This design comes from an exercise in tuning for a short achievable clock period and few clock cycles on the open sky130 flow, not from production work.
The RTL was checked by simulation tests, not by an equivalence proof against the original design.
Power figures rest on the tool's default switching activity, not on a simulated workload.

Setup of amber:
// SynCPU
module SynCPU(
    dm_load,
    dm_addr,
    dm_store,
    im_addr,
    im_inst,
    dm_ctl,
    mem_req,
    mem_we,
    mem_re,
    trace_valid,
    trace_pc,
    trace_inst,
    trace_rd,
    trace_rd_data,
    clk,
    rst,
    dm_ack,
    im_ack
);
clock: 11.0 ns
lec_check: 0
abc_clock_period_in_ps: 2000
cap_margin: 20
core_margin: 2
core_utilization: 60
slew_margin: 20
standard.sh (not shown) runs the stock make flow with config.mk's settings and CLKGATE_MAP_FILE= SYNTH_SCRIPT=/design/flow/synth_recipe.tcl, a recipe that flattens the netlist after the stock synthesis.
==> flow/flow/run.sh <==
#!/bin/bash
set -euo pipefail
bash standard.sh SETUP_SLACK_MARGIN=7.5 finish > flow_make.log 2>&1
Testbench counts of amber, summed over its fixed seeds: cycles 29,649.
Setup changes, amber to garnet
--- a/flow/design.v
+++ b/flow/design.v
@@ -105,20 +105,21 @@
 reg         v_id;
 reg  [31:0] inst_id, pc_id;
 reg         bhit_id, bpred_id;
 reg  [29:0] ptgt_id;
 reg  [1:0]  bctr_id;
 reg         v_ex_q;
 wire        v_ex;       
 reg  [31:0] inst_ex, pc_ex;
 reg  [31:0] a_ex, b_ex, sd_ex, cst_ex;
 reg         fa_ma, fa_wb, fb_ma, fb_wb, fs_ma, fs_wb;
+reg         ga_ma, ga_wb, gb_ma, gb_wb;
 reg         add_ex, sub_ex, sll_ex, srl_ex, sra_ex, slt_ex, sltu_ex, xor_ex, or_ex, and_ex, cst_sel_ex;
 reg         br_ex, jalr_ex, load_ex, store_ex, rdw_ex, pred_ex;
 reg         jal_ex, other_ex, bpred_ex, jpred_ex, bhit_ex, cst_only_ex;
 reg         r_eq_q, r_ne_q, r_lt_q, r_ge_q, r_ltu_q, r_geu_q, r_jn_q, r_jp_q;
 reg         exr_q;       
 reg  [31:0] tgt_q;           
 reg  [29:0] ptgt_ex;
 reg         bad_ma;
 reg  [1:0]  bctr_ex;
 reg  [31:0] bt_ex, e0_ex, e1_ex;
@@ -310,20 +311,24 @@
         inst_ex  <= inst_id;
         pc_ex    <= pc_id;
         a_ex     <= rf_d1;
         b_ex     <= (id_op | id_br) ? rf_d2 : (id_store ? imm_s : imm_i);
         sd_ex    <= rf_d2;
         cst_ex   <= id_lui ? imm_u : (id_auipc ? tsum : (id_br ? (pred_id ? pc4_id : tsum) : pc4_id));
         fa_ma    <= id_use1 & m1_ex;
         fa_wb    <= id_use1 & ~m1_ex & m1_ma;
         fb_ma    <= (id_op | id_br) & m2_ex;
         fb_wb    <= (id_op | id_br) & ~m2_ex & m2_ma;
+        ga_ma    <= id_alu & m1_ex;
+        ga_wb    <= id_alu & ~m1_ex & m1_ma;
+        gb_ma    <= id_op & m2_ex;
+        gb_wb    <= id_op & ~m2_ex & m2_ma;
         fs_ma    <= id_store & m2_ex;
         fs_wb    <= id_store & ~m2_ex & m2_ma;
         add_ex   <= (id_op & f3_id == 3'b000 & ~f7_id) | (id_opimm & f3_id == 3'b000) | id_load | id_store;
         sub_ex   <= id_op & f3_id == 3'b000 & f7_id;
         sll_ex   <= id_alu & f3_id == 3'b001;
         slt_ex   <= id_alu & f3_id == 3'b010;
         sltu_ex  <= id_alu & f3_id == 3'b011;
         xor_ex   <= id_alu & f3_id == 3'b100;
         srl_ex   <= id_alu & f3_id == 3'b101 & ~f7_id;
         sra_ex   <= id_alu & f3_id == 3'b101 & f7_id;
@@ -344,41 +349,43 @@
         jpred_ex <= bpred_id & id_jalr;
         bhit_ex  <= bhit_id;
         bctr_ex  <= bctr_id;
         bt_ex    <= tsum;
         e0_ex    <= e0_id;
         e1_ex    <= e1_id;
     end
 end
 wire [31:0] A  = fa_ma ? res_ma : (fa_wb ? res_wb : a_ex);
 wire [31:0] B  = fb_ma ? res_ma : (fb_wb ? res_wb : b_ex);
+wire [31:0] As = ga_ma ? res_ma : (ga_wb ? res_wb : a_ex);
+wire [31:0] Bs = gb_ma ? res_ma : (gb_wb ? res_wb : b_ex);
 wire [31:0] SD = fs_ma ? res_ma : (fs_wb ? res_wb : sd_ex);
 wire [31:0] sum, dif;
 wire        c_sum, c_dif;
 ks_add32 add_u (.a(A), .b(B),  .cin(1'b0), .s(sum), .cout(c_sum));
 ks_add32 sub_u (.a(A), .b(~B), .cin(1'b1), .s(dif), .cout(c_dif));
 wire        ltu = ~c_dif;
 wire        lt  = ltu ^ A[31] ^ B[31];
 wire        eq  = (A == B);
-wire [31:0] shl = A << B[4:0];
-wire [31:0] shr = A >> B[4:0];
-wire [31:0] sra = $signed(A) >>> B[4:0];
+wire [31:0] shl = As << Bs[4:0];
+wire [31:0] shr = As >> Bs[4:0];
+wire [31:0] sra = $signed(As) >>> Bs[4:0];
 wire [31:0] res =
       ({32{add_ex}}  & sum)
     | ({32{sub_ex}}  & dif)
     | ({32{sll_ex}}  & shl)
     | ({32{srl_ex}}  & shr)
     | ({32{sra_ex}}  & sra)
     | {31'd0, (slt_ex & lt) | (sltu_ex & ltu)}
-    | ({32{xor_ex}}  & (A ^ B))
-    | ({32{or_ex}}   & (A | B))
-    | ({32{and_ex}}  & (A & B))
+    | ({32{xor_ex}}  & (As ^ Bs))
+    | ({32{or_ex}}   & (As | Bs))
+    | ({32{and_ex}}  & (As & Bs))
     | ({32{cst_sel_ex}} & cst_ex);
 wire [2:0] f3_ex = inst_ex[14:12];
 reg taken;
 always @(*) begin
     case (f3_ex)
         3'b000:  taken = eq;
         3'b001:  taken = ~eq;
         3'b100:  taken = lt;
         3'b101:  taken = ~lt;
         3'b110:  taken = ltu;
Notes after the runs:
- The total via count in the routed design in garnet sits 5450 above the value recorded for amber.
- Data required time at the worst endpoint: garnet vs amber, no meaningful difference
- Fmax deteriorates in garnet relative to amber.
- Taking amber as the reference, in garnet mean routed wirelength per cell climbed about 8%, number of gates on the worst path with buffers counted up 1, delay of the slowest cell on the worst path moved down, area taken by flip-flops and latches held, relative slew slack decreased by 15 points relative to the old numbers.
- Going from amber to garnet, total design power grew by a few percent.
- amber and garnet ended up with nearly the same part of the power in the clock network.
- Timing endpoint of the critical path = im_addr[7]: amber; timing endpoint of the critical path = im_addr[30]: garnet
- The count of sequential standard cells was comparable across amber and garnet.
Testbench counts of garnet, summed over its fixed seeds: cycles 29,649.

-- re-timing with driven ports --
The results above use ideal ports. As a check the final layouts listed here were re-extracted and re-timed, cells and wires unchanged.
Step 1 (the two cells are an assumption about what drives the block):
set clk [get_ports {clk}]
set_driving_cell -lib_cell sky130_fd_sc_hd__clkbuf_16 $clk
set_driving_cell -lib_cell sky130_fd_sc_hd__buf_2 [delete_from_list [all_inputs] $clk]
Step 2 also shifts input and output timing later by t, the mid clock arrival at the registers, as if the neighbouring blocks saw the same clock.
Slacks: ideal ports / drivers / drivers and shift; pairs: ideal ports / drivers.
run | shift t [ns] | slack for setup (ns) | latest minus earliest clock arrival (ns) | slew at the worst register clock pin (ns)
amber | 1.069 | 6.420 / 6.318 / 6.515 | 0.139 / 0.140 | 0.08 / 0.08
garnet | 1.089 | 6.400 / 6.284 / 6.589 | 0.137 / 0.137 | 0.08 / 0.08
After both steps every run listed still meets setup and hold. The worst setup slack also covers recovery checks on asynchronous resets.
